What follows belongs to an exercise in optimizing a design on an open flow for small area; a production flow would make more cautious choices. The RTL of this run was laid out without a check of its function. Power figures rest on the tool's default switching activity, not on a simulated workload.

==> design/flow/design.v <==
module rgb_to_ycbcr_444(
  input wire in_reset,
  input wire in_clock,
  input wire [7:0] in_r,
  input wire [7:0] in_g,
  input wire [7:0] in_b,
  output reg [7:0] out_y,
  output reg [7:0] out_cb,
  output reg [7:0] out_cr
  );
  wire n0 = in_g[0] & in_b[0];
  wire n1, n2;
  fa_cell u_n1 (.a(in_r[0]), .b(in_g[1]), .c(in_b[1]), .s(n1), .co(n2));
  wire n3 = n0 & n1;
  wire n4, n5;
  fa_cell u_n4 (.a(in_r[1]), .b(in_g[2]), .c(in_b[2]), .s(n4), .co(n5));
  wire n6 = (n2 & n4) | (n2 & n3) | (n4 & n3);
  wire n7, n8;
  fa_cell u_n7 (.a(in_r[2]), .b(in_g[3]), .c(in_b[3]), .s(n7), .co(n8));
  wire n9, n10;
  fa_cell u_n9 (.a(in_b[0]), .b(n5), .c(n7), .s(n9), .co(n10));
  wire n11 = n9 & n6;
  wire n12, n13;
  fa_cell u_n12 (.a(in_r[3]), .b(in_g[4]), .c(in_b[4]), .s(n12), .co(n13));
  wire n14, n15;
  fa_cell u_n14 (.a(in_b[1]), .b(in_b[0]), .c(n8), .s(n14), .co(n15));
  wire n16, n17;
  fa_cell u_n16 (.a(n12), .b(n10), .c(n14), .s(n16), .co(n17));
  wire n18 = n11 & n16;
  wire n19, n20;
  fa_cell u_n19 (.a(in_r[4]), .b(in_g[5]), .c(in_b[5]), .s(n19), .co(n20));
  wire n21, n22;
  fa_cell u_n21 (.a(in_b[2]), .b(in_b[1]), .c(n13), .s(n21), .co(n22));
  wire n23, n24;
  fa_cell u_n23 (.a(n19), .b(n15), .c(n21), .s(n23), .co(n24));
  wire n25 = (n17 & n23) | (n17 & n18) | (n23 & n18);
  wire n26, n27;
  fa_cell u_n26 (.a(in_r[5]), .b(in_r[0]), .c(in_g[6]), .s(n26), .co(n27));
  wire n28, n29;
  fa_cell u_n28 (.a(in_b[6]), .b(in_b[3]), .c(in_b[2]), .s(n28), .co(n29));
  wire n30, n31;
  fa_cell u_n30 (.a(n20), .b(n26), .c(n28), .s(n30), .co(n31));
  wire n32, n33;
  fa_cell u_n32 (.a(n22), .b(n30), .c(n24), .s(n32), .co(n33));
  wire n34 = n32 & n25;
  wire n35, n36;
  fa_cell u_n35 (.a(in_r[6]), .b(in_r[1]), .c(in_g[7]), .s(n35), .co(n36));
  wire n37, n38;
  fa_cell u_n37 (.a(in_g[0]), .b(in_b[7]), .c(in_b[4]), .s(n37), .co(n38));
  wire n39, n40;
  fa_cell u_n39 (.a(in_b[3]), .b(n27), .c(n29), .s(n39), .co(n40));
  wire n41, n42;
  fa_cell u_n41 (.a(n35), .b(n37), .c(n31), .s(n41), .co(n42));
  wire n43, n44;
  fa_cell u_n43 (.a(n39), .b(n41), .c(n33), .s(n43), .co(n44));
  wire n45 = n34 & n43;
  wire n46, n47;
  fa_cell u_n46 (.a(in_r[7]), .b(in_r[2]), .c(in_g[1]), .s(n46), .co(n47));
  wire n48, n49;
  fa_cell u_n48 (.a(in_b[5]), .b(in_b[4]), .c(n36), .s(n48), .co(n49));
  wire n50, n51;
  fa_cell u_n50 (.a(n38), .b(n46), .c(n40), .s(n50), .co(n51));
  wire n52, n53;
  fa_cell u_n52 (.a(n48), .b(n42), .c(n50), .s(n52), .co(n53));
  wire n54, n55;
  fa_cell u_n54 (.a(n52), .b(n44), .c(n45), .s(n54), .co(n55));
  wire n56, n57;
  fa_cell u_n56 (.a(in_r[3]), .b(in_g[2]), .c(in_b[6]), .s(n56), .co(n57));
  wire n58, n59;
  fa_cell u_n58 (.a(in_b[5]), .b(n47), .c(n56), .s(n58), .co(n59));
  wire n60, n61;
  fa_cell u_n60 (.a(n49), .b(n58), .c(n51), .s(n60), .co(n61));
  wire n62, n63;
  fa_cell u_n62 (.a(n53), .b(n60), .c(n55), .s(n62), .co(n63));
  wire n64, n65;
  fa_cell u_n64 (.a(in_r[4]), .b(in_g[3]), .c(in_b[7]), .s(n64), .co(n65));
  wire n66, n67;
  fa_cell u_n66 (.a(in_b[6]), .b(n57), .c(n64), .s(n66), .co(n67));
  wire n68, n69;
  fa_cell u_n68 (.a(n59), .b(n66), .c(n61), .s(n68), .co(n69));
  wire n70, n71;
  ha_cell u_n70 (.a(n68), .b(n63), .s(n70), .co(n71));
  wire n72, n73;
  fa_cell u_n72 (.a(in_r[5]), .b(in_g[4]), .c(in_b[7]), .s(n72), .co(n73));
  wire n74, n75;
  fa_cell u_n74 (.a(n65), .b(n72), .c(n67), .s(n74), .co(n75));
  wire n76, n77;
  fa_cell u_n76 (.a(n74), .b(n69), .c(n71), .s(n76), .co(n77));
  wire n78, n79;
  fa_cell u_n78 (.a(in_r[6]), .b(in_g[5]), .c(n73), .s(n78), .co(n79));
  wire n80, n81;
  fa_cell u_n80 (.a(n78), .b(n75), .c(n77), .s(n80), .co(n81));
  wire n82, n83;
  fa_cell u_n82 (.a(in_r[7]), .b(in_g[6]), .c(n79), .s(n82), .co(n83));
  wire n84 = n82 & n81;
  wire n85 = n82 | n81;
  wire n86;
  xor_cell u_n86 (.a(n82), .b(n81), .y(n86));
  wire n87 = in_g[7] & n83;
  wire n88 = in_g[7] | n83;
  wire n89;
  xor_cell u_n89 (.a(in_g[7]), .b(n83), .y(n89));
  wire n90 = n80 | (1'b1 & 1'b0);
  wire n91 = 1'b1 & n76;
  wire n92 = n87 | (n88 & n84);
  wire n93 = n88 & n85;
  wire n94 = n84 | (n85 & n90);
  wire n95 = n85 & n91;
  wire n96 = n92 | (n93 & n90);
  wire n97 = n93 & n91;
  wire n98 = 1'b0 | (1'b0 & n96);
  wire n99 = 1'b0 & n97;
  wire n100 = 1'b0;
  wire n101;
  xor_cell u_n101 (.a(n80), .b(n100), .y(n101));
  wire n102 = n90;
  wire n103;
  xnor_cell u_n103 (.a(n86), .b(n102), .y(n103));
  wire n104 = n94;
  wire n105;
  xnor_cell u_n105 (.a(n89), .b(n104), .y(n105));
  wire n106 = n96;
  wire n107;
  xor_cell u_n107 (.a(in_b[0]), .b(in_g[0]), .y(n107));
  wire n108 = ~in_b[0] & in_g[0];
  wire n109, n110;
  fa_cell u_n109 (.a(~in_b[1]), .b(in_g[1]), .c(n108), .s(n109), .co(n110));
  wire n111, n112;
  fa_cell u_n111 (.a(~in_b[2]), .b(in_g[2]), .c(n110), .s(n111), .co(n112));
  wire n113, n114;
  fa_cell u_n113 (.a(~in_b[3]), .b(in_g[3]), .c(n112), .s(n113), .co(n114));
  wire n115, n116;
  fa_cell u_n115 (.a(~in_b[4]), .b(in_g[4]), .c(n114), .s(n115), .co(n116));
  wire n117 = in_b[5] & ~in_g[5];
  wire n118 = in_b[5] | ~in_g[5];
  wire n119;
  xor_cell u_n119 (.a(in_b[5]), .b(in_g[5]), .y(n119));
  wire n120 = in_b[6] & ~in_g[6];
  wire n121 = in_b[6] | ~in_g[6];
  wire n122;
  xor_cell u_n122 (.a(in_b[6]), .b(in_g[6]), .y(n122));
  wire n123 = in_b[7] & ~in_g[7];
  wire n124 = in_b[7] | ~in_g[7];
  wire n125;
  xor_cell u_n125 (.a(in_b[7]), .b(in_g[7]), .y(n125));
  wire n126 = n117 | (n118 & ~n116);
  wire n127 = n120 | (n121 & n126);
  wire n128 = n121 & n118;
  wire n129 = n123 | (n124 & n127);
  wire n130 = n124 & n128;
  wire n131;
  xor_cell u_n131 (.a(n119), .b(n116), .y(n131));
  wire n132 = n126;
  wire n133;
  xor_cell u_n133 (.a(n122), .b(n132), .y(n133));
  wire n134 = n127;
  wire n135;
  xor_cell u_n135 (.a(n125), .b(n134), .y(n135));
  wire n136 = n129;
  wire n137;
  xor_cell u_n137 (.a(in_r[0]), .b(in_g[0]), .y(n137));
  wire n138 = ~in_r[0] & in_g[0];
  wire n139, n140;
  fa_cell u_n139 (.a(~in_r[1]), .b(in_g[1]), .c(n138), .s(n139), .co(n140));
  wire n141, n142;
  fa_cell u_n141 (.a(~in_r[2]), .b(in_g[2]), .c(n140), .s(n141), .co(n142));
  wire n143, n144;
  fa_cell u_n143 (.a(~in_r[3]), .b(in_g[3]), .c(n142), .s(n143), .co(n144));
  wire n145, n146;
  fa_cell u_n145 (.a(~in_r[4]), .b(in_g[4]), .c(n144), .s(n145), .co(n146));
  wire n147 = in_r[5] & ~in_g[5];
  wire n148 = in_r[5] | ~in_g[5];
  wire n149;
  xor_cell u_n149 (.a(in_r[5]), .b(in_g[5]), .y(n149));
  wire n150 = in_r[6] & ~in_g[6];
  wire n151 = in_r[6] | ~in_g[6];
  wire n152;
  xor_cell u_n152 (.a(in_r[6]), .b(in_g[6]), .y(n152));
  wire n153 = in_r[7] & ~in_g[7];
  wire n154 = in_r[7] | ~in_g[7];
  wire n155;
  xor_cell u_n155 (.a(in_r[7]), .b(in_g[7]), .y(n155));
  wire n156 = n147 | (n148 & ~n146);
  wire n157 = n150 | (n151 & n156);
  wire n158 = n151 & n148;
  wire n159 = n153 | (n154 & n157);
  wire n160 = n154 & n158;
  wire n161;
  xor_cell u_n161 (.a(n149), .b(n146), .y(n161));
  wire n162 = n156;
  wire n163;
  xor_cell u_n163 (.a(n152), .b(n162), .y(n163));
  wire n164 = n157;
  wire n165;
  xor_cell u_n165 (.a(n155), .b(n164), .y(n165));
  wire n166 = n159;
  wire n167;
  xor_cell u_n167 (.a(n137), .b(n139), .y(n167));
  wire n168 = n137 & ~n139;
  wire n169, n170;
  fa_cell u_n169 (.a(n139), .b(~n168), .c(n141), .s(n169), .co(n170));
  wire n171;
  xor_cell u_n171 (.a(n107), .b(n141), .y(n171));
  wire n172 = n107 & ~n141;
  wire n173, n174;
  fa_cell u_n173 (.a(n171), .b(n143), .c(n170), .s(n173), .co(n174));
  wire n175;
  xor_cell u_n175 (.a(n137), .b(n109), .y(n175));
  wire n176 = n137 & ~n109;
  wire n177, n178;
  fa_cell u_n177 (.a(n175), .b(~n172), .c(n143), .s(n177), .co(n178));
  wire n179, n180;
  fa_cell u_n179 (.a(n145), .b(n174), .c(n177), .s(n179), .co(n180));
  wire n181, n182;
  fa_cell u_n181 (.a(n139), .b(~n176), .c(n111), .s(n181), .co(n182));
  wire n183, n184;
  fa_cell u_n183 (.a(n181), .b(n145), .c(n178), .s(n183), .co(n184));
  wire n185, n186;
  fa_cell u_n185 (.a(~n161), .b(n180), .c(n183), .s(n185), .co(n186));
  wire n187, n188;
  fa_cell u_n187 (.a(n107), .b(n141), .c(n113), .s(n187), .co(n188));
  wire n189, n190;
  fa_cell u_n189 (.a(n182), .b(n187), .c(~n161), .s(n189), .co(n190));
  wire n191, n192;
  fa_cell u_n191 (.a(n163), .b(n184), .c(n189), .s(n191), .co(n192));
  wire n193, n194;
  fa_cell u_n193 (.a(~n109), .b(n143), .c(n115), .s(n193), .co(n194));
  wire n195, n196;
  fa_cell u_n195 (.a(n188), .b(n163), .c(n193), .s(n195), .co(n196));
  wire n197, n198;
  fa_cell u_n197 (.a(n190), .b(n165), .c(n195), .s(n197), .co(n198));
  wire n199, n200;
  ha_cell u_n199 (.a(n111), .b(n131), .s(n199), .co(n200));
  wire n201, n202;
  fa_cell u_n201 (.a(n145), .b(n194), .c(~n199), .s(n201), .co(n202));
  wire n203, n204;
  fa_cell u_n203 (.a(~n166), .b(n165), .c(n196), .s(n203), .co(n204));
  wire n205, n206;
  fa_cell u_n205 (.a(n201), .b(n198), .c(n203), .s(n205), .co(n206));
  wire n207, n208;
  fa_cell u_n207 (.a(n113), .b(n161), .c(n200), .s(n207), .co(n208));
  wire n209, n210;
  fa_cell u_n209 (.a(n133), .b(~n166), .c(n202), .s(n209), .co(n210));
  wire n211, n212;
  fa_cell u_n211 (.a(~n207), .b(n204), .c(n209), .s(n211), .co(n212));
  wire n213;
  xor_cell u_n213 (.a(n115), .b(n163), .y(n213));
  wire n214 = n115 & ~n163;
  wire n215, n216;
  fa_cell u_n215 (.a(n135), .b(n213), .c(~n208), .s(n215), .co(n216));
  wire n217, n218;
  fa_cell u_n217 (.a(n210), .b(n215), .c(n212), .s(n217), .co(n218));
  wire n219, n220;
  fa_cell u_n219 (.a(~n131), .b(n214), .c(n136), .s(n219), .co(n220));
  wire n221, n222;
  fa_cell u_n221 (.a(n165), .b(n216), .c(~n219), .s(n221), .co(n222));
  wire n223, n224;
  fa_cell u_n223 (.a(n133), .b(n166), .c(n220), .s(n223), .co(n224));
  wire n225, n226;
  ha_cell u_n225 (.a(n135), .b(n224), .s(n225), .co(n226));
  wire n227;
  xor_cell u_n227 (.a(n136), .b(n226), .y(n227));
  wire n228 = n186 & n191;
  wire n229 = n186 | n191;
  wire n230 = n192 & n197;
  wire n231 = n192 | n197;
  wire n232;
  xor_cell u_n232 (.a(n192), .b(n197), .y(n232));
  wire n233 = n206 & n211;
  wire n234 = n206 | n211;
  wire n235;
  xor_cell u_n235 (.a(n206), .b(n211), .y(n235));
  wire n236 = n221 & n218;
  wire n237 = n221 | n218;
  wire n238;
  xor_cell u_n238 (.a(n221), .b(n218), .y(n238));
  wire n239 = n222 & ~n223;
  wire n240 = n222 | ~n223;
  wire n241;
  xor_cell u_n241 (.a(n222), .b(n223), .y(n241));
  wire n242 = 1'b0 | (n167 & ~n137);
  wire n243 = n167 & 1'b1;
  wire n244 = 1'b0 | (n173 & 1'b0);
  wire n245 = n173 & n169;
  wire n246 = 1'b0 | (n185 & 1'b0);
  wire n247 = n185 & n179;
  wire n248 = n230 | (n231 & n228);
  wire n249 = n231 & n229;
  wire n250 = n233 | (n234 & 1'b0);
  wire n251 = n234 & n205;
  wire n252 = n236 | (n237 & 1'b0);
  wire n253 = n237 & n217;
  wire n254 = 1'b0 | (~n225 & n239);
  wire n255 = ~n225 & n240;
  wire n256 = 1'b0 | (n169 & n242);
  wire n257 = n169 & n243;
  wire n258 = n244 | (n245 & n242);
  wire n259 = n245 & n243;
  wire n260 = n228 | (n229 & n246);
  wire n261 = n229 & n247;
  wire n262 = n248 | (n249 & n246);
  wire n263 = n249 & n247;
  wire n264 = 1'b0 | (n217 & n250);
  wire n265 = n217 & n251;
  wire n266 = n252 | (n253 & n250);
  wire n267 = n253 & n251;
  wire n268 = 1'b0 | (n227 & n254);
  wire n269 = n227 & n255;
  wire n270 = 1'b0 | (n179 & n258);
  wire n271 = n179 & n259;
  wire n272 = n246 | (n247 & n258);
  wire n273 = n247 & n259;
  wire n274 = n260 | (n261 & n258);
  wire n275 = n261 & n259;
  wire n276 = n262 | (n263 & n258);
  wire n277 = n263 & n259;
  wire n278 = n239 | (n240 & n266);
  wire n279 = n240 & n267;
  wire n280 = n254 | (n255 & n266);
  wire n281 = n255 & n267;
  wire n282 = n268 | (n269 & n266);
  wire n283 = n269 & n267;
  wire n284 = 1'b0 | (n205 & n276);
  wire n285 = n205 & n277;
  wire n286 = n250 | (n251 & n276);
  wire n287 = n251 & n277;
  wire n288 = n264 | (n265 & n276);
  wire n289 = n265 & n277;
  wire n290 = n266 | (n267 & n276);
  wire n291 = n267 & n277;
  wire n292 = n278 | (n279 & n276);
  wire n293 = n279 & n277;
  wire n294 = n280 | (n281 & n276);
  wire n295 = n281 & n277;
  wire n296 = n282 | (n283 & n276);
  wire n297 = n283 & n277;
  wire n298 = n274;
  wire n299;
  xnor_cell u_n299 (.a(n232), .b(n298), .y(n299));
  wire n300 = n276;
  wire n301;
  xnor_cell u_n301 (.a(n205), .b(n300), .y(n301));
  wire n302 = n284;
  wire n303;
  xnor_cell u_n303 (.a(n235), .b(n302), .y(n303));
  wire n304 = n286;
  wire n305;
  xnor_cell u_n305 (.a(n217), .b(n304), .y(n305));
  wire n306 = n288;
  wire n307;
  xnor_cell u_n307 (.a(n238), .b(n306), .y(n307));
  wire n308 = n290;
  wire n309;
  xor_cell u_n309 (.a(n241), .b(n308), .y(n309));
  wire n310 = n292;
  wire n311;
  xor_cell u_n311 (.a(n225), .b(n310), .y(n311));
  wire n312 = n294;
  wire n313;
  xnor_cell u_n313 (.a(n227), .b(n312), .y(n313));
  wire n314, n315;
  fa_cell u_n314 (.a(n137), .b(n107), .c(~n113), .s(n314), .co(n315));
  wire n316;
  xor_cell u_n316 (.a(n139), .b(n109), .y(n316));
  wire n317 = n139 | n109;
  wire n318, n319;
  fa_cell u_n318 (.a(n316), .b(~n115), .c(n315), .s(n318), .co(n319));
  wire n320, n321;
  fa_cell u_n320 (.a(n317), .b(n141), .c(n111), .s(n320), .co(n321));
  wire n322, n323;
  fa_cell u_n322 (.a(~n320), .b(n131), .c(n319), .s(n322), .co(n323));
  wire n324, n325;
  fa_cell u_n324 (.a(n137), .b(n143), .c(n113), .s(n324), .co(n325));
  wire n326, n327;
  fa_cell u_n326 (.a(n321), .b(n324), .c(n133), .s(n326), .co(n327));
  wire n328, n329;
  fa_cell u_n328 (.a(~n139), .b(n145), .c(n115), .s(n328), .co(n329));
  wire n330, n331;
  fa_cell u_n330 (.a(n325), .b(n328), .c(n135), .s(n330), .co(n331));
  wire n332, n333;
  ha_cell u_n332 (.a(n141), .b(n161), .s(n332), .co(n333));
  wire n334, n335;
  fa_cell u_n334 (.a(n131), .b(~n329), .c(n332), .s(n334), .co(n335));
  wire n336, n337;
  fa_cell u_n336 (.a(n136), .b(n334), .c(~n331), .s(n336), .co(n337));
  wire n338, n339;
  ha_cell u_n338 (.a(n143), .b(n333), .s(n338), .co(n339));
  wire n340, n341;
  fa_cell u_n340 (.a(n163), .b(n133), .c(~n338), .s(n340), .co(n341));
  wire n342, n343;
  fa_cell u_n342 (.a(n335), .b(~n340), .c(n337), .s(n342), .co(n343));
  wire n344, n345;
  ha_cell u_n344 (.a(n145), .b(n339), .s(n344), .co(n345));
  wire n346, n347;
  fa_cell u_n346 (.a(n165), .b(n135), .c(~n344), .s(n346), .co(n347));
  wire n348, n349;
  fa_cell u_n348 (.a(n341), .b(n346), .c(~n343), .s(n348), .co(n349));
  wire n350;
  xor_cell u_n350 (.a(n161), .b(n166), .y(n350));
  wire n351 = ~n161 & n166;
  wire n352, n353;
  fa_cell u_n352 (.a(n136), .b(n345), .c(~n350), .s(n352), .co(n353));
  wire n354, n355;
  fa_cell u_n354 (.a(n347), .b(~n352), .c(n349), .s(n354), .co(n355));
  wire n356, n357;
  fa_cell u_n356 (.a(n163), .b(n351), .c(n353), .s(n356), .co(n357));
  wire n358, n359;
  ha_cell u_n358 (.a(n165), .b(n357), .s(n358), .co(n359));
  wire n360;
  xor_cell u_n360 (.a(n166), .b(n359), .y(n360));
  wire n361 = ~n323 & n326;
  wire n362 = ~n323 | n326;
  wire n363 = n327 & n330;
  wire n364 = n327 | n330;
  wire n365;
  xor_cell u_n365 (.a(n327), .b(n330), .y(n365));
  wire n366 = ~n356 & n355;
  wire n367 = ~n356 | n355;
  wire n368;
  xor_cell u_n368 (.a(n356), .b(n355), .y(n368));
  wire n369 = ~n107 | (1'b1 & 1'b0);
  wire n370 = 1'b1 & 1'b0;
  wire n371 = 1'b0 | (n111 & 1'b0);
  wire n372 = n111 & n109;
  wire n373 = 1'b0 | (~n318 & 1'b0);
  wire n374 = ~n318 & ~n314;
  wire n375 = n361 | (n362 & 1'b0);
  wire n376 = n362 & ~n322;
  wire n377 = 1'b0 | (~n336 & n363);
  wire n378 = ~n336 & n364;
  wire n379 = 1'b0 | (n348 & 1'b0);
  wire n380 = n348 & ~n342;
  wire n381 = n366 | (n367 & 1'b0);
  wire n382 = n367 & n354;
  wire n383 = 1'b0 | (n360 & 1'b0);
  wire n384 = n360 & ~n358;
  wire n385 = 1'b0 | (n109 & n369);
  wire n386 = n109 & n370;
  wire n387 = n371 | (n372 & n369);
  wire n388 = n372 & n370;
  wire n389 = 1'b0 | (~n322 & n373);
  wire n390 = ~n322 & n374;
  wire n391 = n375 | (n376 & n373);
  wire n392 = n376 & n374;
  wire n393 = 1'b0 | (~n342 & n377);
  wire n394 = ~n342 & n378;
  wire n395 = n379 | (n380 & n377);
  wire n396 = n380 & n378;
  wire n397 = 1'b0 | (~n358 & n381);
  wire n398 = ~n358 & n382;
  wire n399 = n383 | (n384 & n381);
  wire n400 = n384 & n382;
  wire n401 = 1'b0 | (~n314 & n387);
  wire n402 = ~n314 & n388;
  wire n403 = n373 | (n374 & n387);
  wire n404 = n374 & n388;
  wire n405 = n389 | (n390 & n387);
  wire n406 = n390 & n388;
  wire n407 = n391 | (n392 & n387);
  wire n408 = n392 & n388;
  wire n409 = 1'b0 | (n354 & n395);
  wire n410 = n354 & n396;
  wire n411 = n381 | (n382 & n395);
  wire n412 = n382 & n396;
  wire n413 = n397 | (n398 & n395);
  wire n414 = n398 & n396;
  wire n415 = n399 | (n400 & n395);
  wire n416 = n400 & n396;
  wire n417 = n363 | (n364 & n407);
  wire n418 = n364 & n408;
  wire n419 = n377 | (n378 & n407);
  wire n420 = n378 & n408;
  wire n421 = n393 | (n394 & n407);
  wire n422 = n394 & n408;
  wire n423 = n395 | (n396 & n407);
  wire n424 = n396 & n408;
  wire n425 = n409 | (n410 & n407);
  wire n426 = n410 & n408;
  wire n427 = n411 | (n412 & n407);
  wire n428 = n412 & n408;
  wire n429 = n413 | (n414 & n407);
  wire n430 = n414 & n408;
  wire n431 = n415 | (n416 & n407);
  wire n432 = n416 & n408;
  wire n433 = n407;
  wire n434;
  xnor_cell u_n434 (.a(n365), .b(n433), .y(n434));
  wire n435 = n417;
  wire n436;
  xor_cell u_n436 (.a(n336), .b(n435), .y(n436));
  wire n437 = n419;
  wire n438;
  xor_cell u_n438 (.a(n342), .b(n437), .y(n438));
  wire n439 = n421;
  wire n440;
  xnor_cell u_n440 (.a(n348), .b(n439), .y(n440));
  wire n441 = n423;
  wire n442;
  xnor_cell u_n442 (.a(n354), .b(n441), .y(n442));
  wire n443 = n425;
  wire n444;
  xor_cell u_n444 (.a(n368), .b(n443), .y(n444));
  wire n445 = n427;
  wire n446;
  xor_cell u_n446 (.a(n358), .b(n445), .y(n446));
  wire n447 = n429;
  wire n448;
  xnor_cell u_n448 (.a(n360), .b(n447), .y(n448));
  wire [7:0] y_d = {n106, ~n105, ~n103, ~n101, n76, n70, n62, n54};
  wire [7:0] cb_d = {~n313, ~n311, ~n309, ~n307, ~n305, ~n303, ~n301, ~n299};
  wire [7:0] cr_d = {~n448, ~n446, ~n444, ~n442, ~n440, ~n438, ~n436, ~n434};
  always @(posedge in_clock) begin
    if (in_reset) begin
      out_y <= 8'd0;
      out_cb <= 8'd0;
      out_cr <= 8'd0;
    end else begin
      out_y <= y_d;
      out_cb <= cb_d;
      out_cr <= cr_d;
    end
  end
endmodule
module fa_cell(input wire a, input wire b, input wire c, output wire s, output wire co);
  assign s = a ^ b ^ c;
  assign co = (a & b) | (a & c) | (b & c);
endmodule
module ha_cell(input wire a, input wire b, output wire s, output wire co);
  assign s = a ^ b;
  assign co = a & b;
endmodule
module xnor_cell(input wire a, input wire b, output wire y);
  assign y = ~(a ^ b);
endmodule
module xor_cell(input wire a, input wire b, output wire y);
  assign y = a ^ b;
endmodule
==> design/flow/flow/run.sh <==
#!/bin/bash
export BUFFER_PORTS_ARGS="-buffer_cell sky130_fd_sc_hd__buf_1"
export CTS_ARGS="-sink_clustering_enable -repair_clock_nets -dont_use_dummy_load -buf_list {sky130_fd_sc_hd__clkbuf_4 sky130_fd_sc_hd__clkbuf_8}"
bash standard.sh > standard.log 2>&1
==> design/flow/standard.sh <==
#!/bin/bash
# synth_recipe.tcl (not shown) runs the flow's synth.tcl, then flattens the netlist and writes it again
# the make line also repeats each setting of config.mk as NAME=value (left out here)
make -C /OpenROAD-flow-scripts/flow DESIGN_CONFIG=/design/flow/config.mk WORK_HOME=/design/flow/orfs CLKGATE_MAP_FILE= SYNTH_SCRIPT=/design/flow/synth_recipe.tcl "${@:-finish}"
==> design/flow/config.mk <==
export PLATFORM = sky130hd
export DESIGN_NAME = rgb_to_ycbcr_444
export DESIGN_NICKNAME = rgb_to_ycbcr_444
export VERILOG_FILES = /design/flow/design.v
export SDC_FILE = /design/flow/constraint.sdc
export NUM_CORES = 4
export LEC_CHECK = 0
export CAP_MARGIN = 20
export CORE_MARGIN = 2
export CORE_UTILIZATION = 60
export CTS_BUF_LIST = sky130_fd_sc_hd__clkbuf_4 sky130_fd_sc_hd__clkbuf_8
export GPL_TIMING_DRIVEN = 0
export SLEW_MARGIN = 20
export SYNTH_HIERARCHICAL = 1
export SYNTH_MINIMUM_KEEP_SIZE = 0
==> design/flow/constraint.sdc <==
create_clock -name core_clock -period 6.0 [get_ports {in_clock}]
set_input_delay 1.2000 -clock core_clock [delete_from_list [all_inputs] [get_ports {in_clock}]]
set_output_delay 1.2000 -clock core_clock [all_outputs]
set_load 0.01 [all_outputs]
==> qor.yml <==
cells_and_area:
  layout.cell_area.non_filler_um2: 4170
  final_core_util_pct: 75.6
  register_area_um2: 480
  final_layout_size_suffix_gt1_share_pct: 22.5
  layout.filler_cells: 400
  design.final.nets: 490
  multi_input_comb_area_um2: 3000
  final_instance_count_without_filler_cells: 441
  area.growth.synth_to_final_pct: 22.1
  antenna_cells_inserted: 0
global_routing:
  grt_antenna_before_repair: 0
  overflow_left_after_global_routing: 0
  groute.usage.overall_pct: 26.1
  grt_max_degree: 15
  vias_in_the_first_global_route: 2658
  grt_pass1_wl_mm: 12.5
yosys:
  syn_nets: 413
  ys.flop_type: "dfxtp_1"
  syn_area_per_cell_um2: 11.6
  synthTopCellsByCount: "fa_1, inv_1, xor2_1"
  synth_area_leaders: "fa_1, dfxtp_1, xor2_1"
  synth_async_sr_flop_share_pct: 0
  cell_type_contributing_the_most_total_cell_area_after_synthesis: "fa_1"
  synth.top_cell.area_share_pct: 50.5
  synth_cell_types: 33
  synth_cells: 294
  register_bit_count_reported_by_yosys: 24
  yosysSeqAreaShare_pct: 14.1
  synth-warning-count: 7
  synth-edff-count: 0
  synthesis.area_um2: 3410
  synth_most_common_cell: "fa_1"
timing:
  fin_hold_viols: 0
  worstMarginPinSlew_ps: 817
  setup_viol: 3
  grt_setup_unrepaired: "true"
  fraction_of_the_cycle_the_final_worst_path_needs_pct: 102
  finalMaxSlewViolations: 0
  maxClockFrequency_ghz: 0.164
  setup_total_negative_slack_ps: -173
  pnr_worst_setup_slack_ps: -115
  slew_headroom_pct: 45.4
  whs_ps: 1280
  finalWorstPathRequiredPeriod_ps: 6110
floorplanning:
  row_count: 27
  placeableCoreArea_um2: 5510
  start_util_pct: 61.9
  floorplan.die_area_um2: 6300
  top_level_ports: 50
  die_h_um: 79.4
  die_width_um: 79.4
drt:
  drt_first_iter_violations: 72
  post_route_ant_nets: 0
  route.met2.wl_mm: 3.73
  avgRoutedWirePerCell_um: 15.8
  drt_pass1_iterations: 4
  drc: 0
  dr_wl_met3_um: 209
  topRoutingLayerUsed: "met4"
  dr_total_vias: 2269
  route.final.wire_length_mm: 6.98
  m1_wire_length_mm: 2.93
  route.detailed.vias_per_inst: 5.15
clock_network:
  clock_sinks: 24
  clock_path_buffers: 2
  clk_pin_slew_ps: 100
  htreeDepth: 1
  cts_tree: "built"
  clock_tree.root_cell: "clkbuf_8"
  number_of_clock_buffers_inserted_by_tritoncts: 3
placement:
  buffer_ports.inserted: 49
  detailedPlacementHpwl_mm: 5.62
  numPlacedInstances: 415
  standard_cell_area_after_detailed_placement_um2: 3760
  replace_congestion: 0.888
  placement.setup.worst_slack_ps: -931
hold_path:
  timing.hold.worst.class: "in -> reg"
outcome:
  status: "finished with violations"
  check.faults: "setup timing"
power:
  cellLeakagePower_nw: 1.73
  vdd_drop_max_mv: 0.603
  power.density_nw_per_um2: 595
  design_power_total_mw: 2.48
setup_path:
  setup.worst_path.start_class: "input port"
  cp_arrival_ps: 6280
  classification_of_the_worst_setup_path: "in -> reg"
  end_kind: "register"
  worstPathRequired_ps: 6160
  worst-path-max-fanout: 4
run:
  drv.max_cap_violation_count: 0
## Yosys stat by module, one instance, submodules excluded
module / copies in the design / cell area, µm²
xnor_cell: 12 / 8.76
xor_cell: 37 / 8.76
fa_cell: 86 / 20.0
rgb_to_ycbcr_444: 1 / 1170
ha_cell: 7 / 12.5
## logic make-up (layout without fill, tap and decap cells)
logic type                 count (synthesis)  count (layout)  share of synthesized area (%)
buffers and inverters                     39             114                           4.29
other                                      1               1                          0.110
and+or+nand+nor                           60              60                           8.77
DFF                                       24              24                           14.1
AOI/OAI and AO/OA                         19              19                           4.37
adders and majority gates                102             102                           55.8
xor gates and xnor gates                  49              49                           12.6
## flip-flops by register name, summed over array words and instances (netlist names)
signal and cells:
out_cr 8, out_y 8, out_cb 8
## layout make-up
cell class,instances,area share (%)
plain buffers,2,0.180
clock buffers,3,0.991
inverters,37,3.33
multi-input cells,231,72.0
flip-flops and latches,24,11.5
well taps,72,2.16
repair buffers,72,9.76
## what timing repair did
item	in CTS	in global routing
hold endpoints to repair	0	0
endpoints found under the setup margin	10	8
setup buffers	16	7
pin swaps	23	21
hold buffers	0	0
gates resized for setup	37	13
## cells in the final DEF, fill, tap and decap left out, drive strengths merged
master,count
fa,86
buf,72
inv,37
xor2,37
nor2,26
dfxtp,24
xnor2,12
nor2b,10
nand2,9
maj3,9
ha,7
and3,5
clkbuf,5
nand2b,4
a21oi,3
a31oi,3
o31ai,3
o21ai,3
o211ai,2
nand3,2
and4,1
and2,1
nor4b,1
o21a,1
a22o,1
a32oi,1
a21o,1
o22ai,1
or3,1
conb,1
## critical path, cell delays in order
cell	delay [ps]
buf_12	100
nor2b_4	120
fa_2	330
fa_2	340
fa_2	350
fa_2	590
fa_2	450
fa_2	400
fa_2	360
fa_2	360
fa_2	470
and3_4	210
a32oi_2	210
o31ai_4	120
buf_4	150
maj3_2	290
xor2_1	160
nor2_1	50
## where the power goes
part / switching (mW) / internal, mW / total, mW
combinational: 1.06 / 1.07 / 2.13
clock: 0.0507 / 0.0449 / 0.0956
sequential: 0.0139 / 0.239 / 0.253
## path summary, 6_finish.rpt
check / startpoint / cells after the start / end
hold / removal: in_reset / 2 / out_y[2]$_SDFF_PP0_
setup / recovery: in_g[0] / 18 / out_cb[5]$_SDFF_PP0_
## layer usage
metal	track usage, %	vias up
li1	-	1051
met1	34.2	1175
met2	46.8	33
met3	3.28	10
met4	5.69	0
met5	0	-

[separate check: timing with driven ports]
The results above use ideal ports. As a check the final layout listed here was re-extracted and re-timed, cells and wires unchanged.
Step 1, drivers: a clkbuf_16 drives in_clock and a buf_2 each remaining input, both assumed.
Step 2, shift: input delay + t, output delay - t, t = (earliest + latest rising clock arrival at the registers) / 2. This alone moves slack from input paths to output paths.
a / b / c = no drivers / after step 1 / after step 2; a / b = the first two.
t (ns): 0.290
slack for setup (ns): -0.115 / -0.138 / -0.428
worst hold slack (ns): 1.278 / 1.268 / 1.559
worst setup path after step 2: input to register
slew at the worst register clock pin (ns): 0.10 / 0.10
For this run, drivers alone change the setup slack by -0.023 ns; drivers and shift together by -0.313 ns.
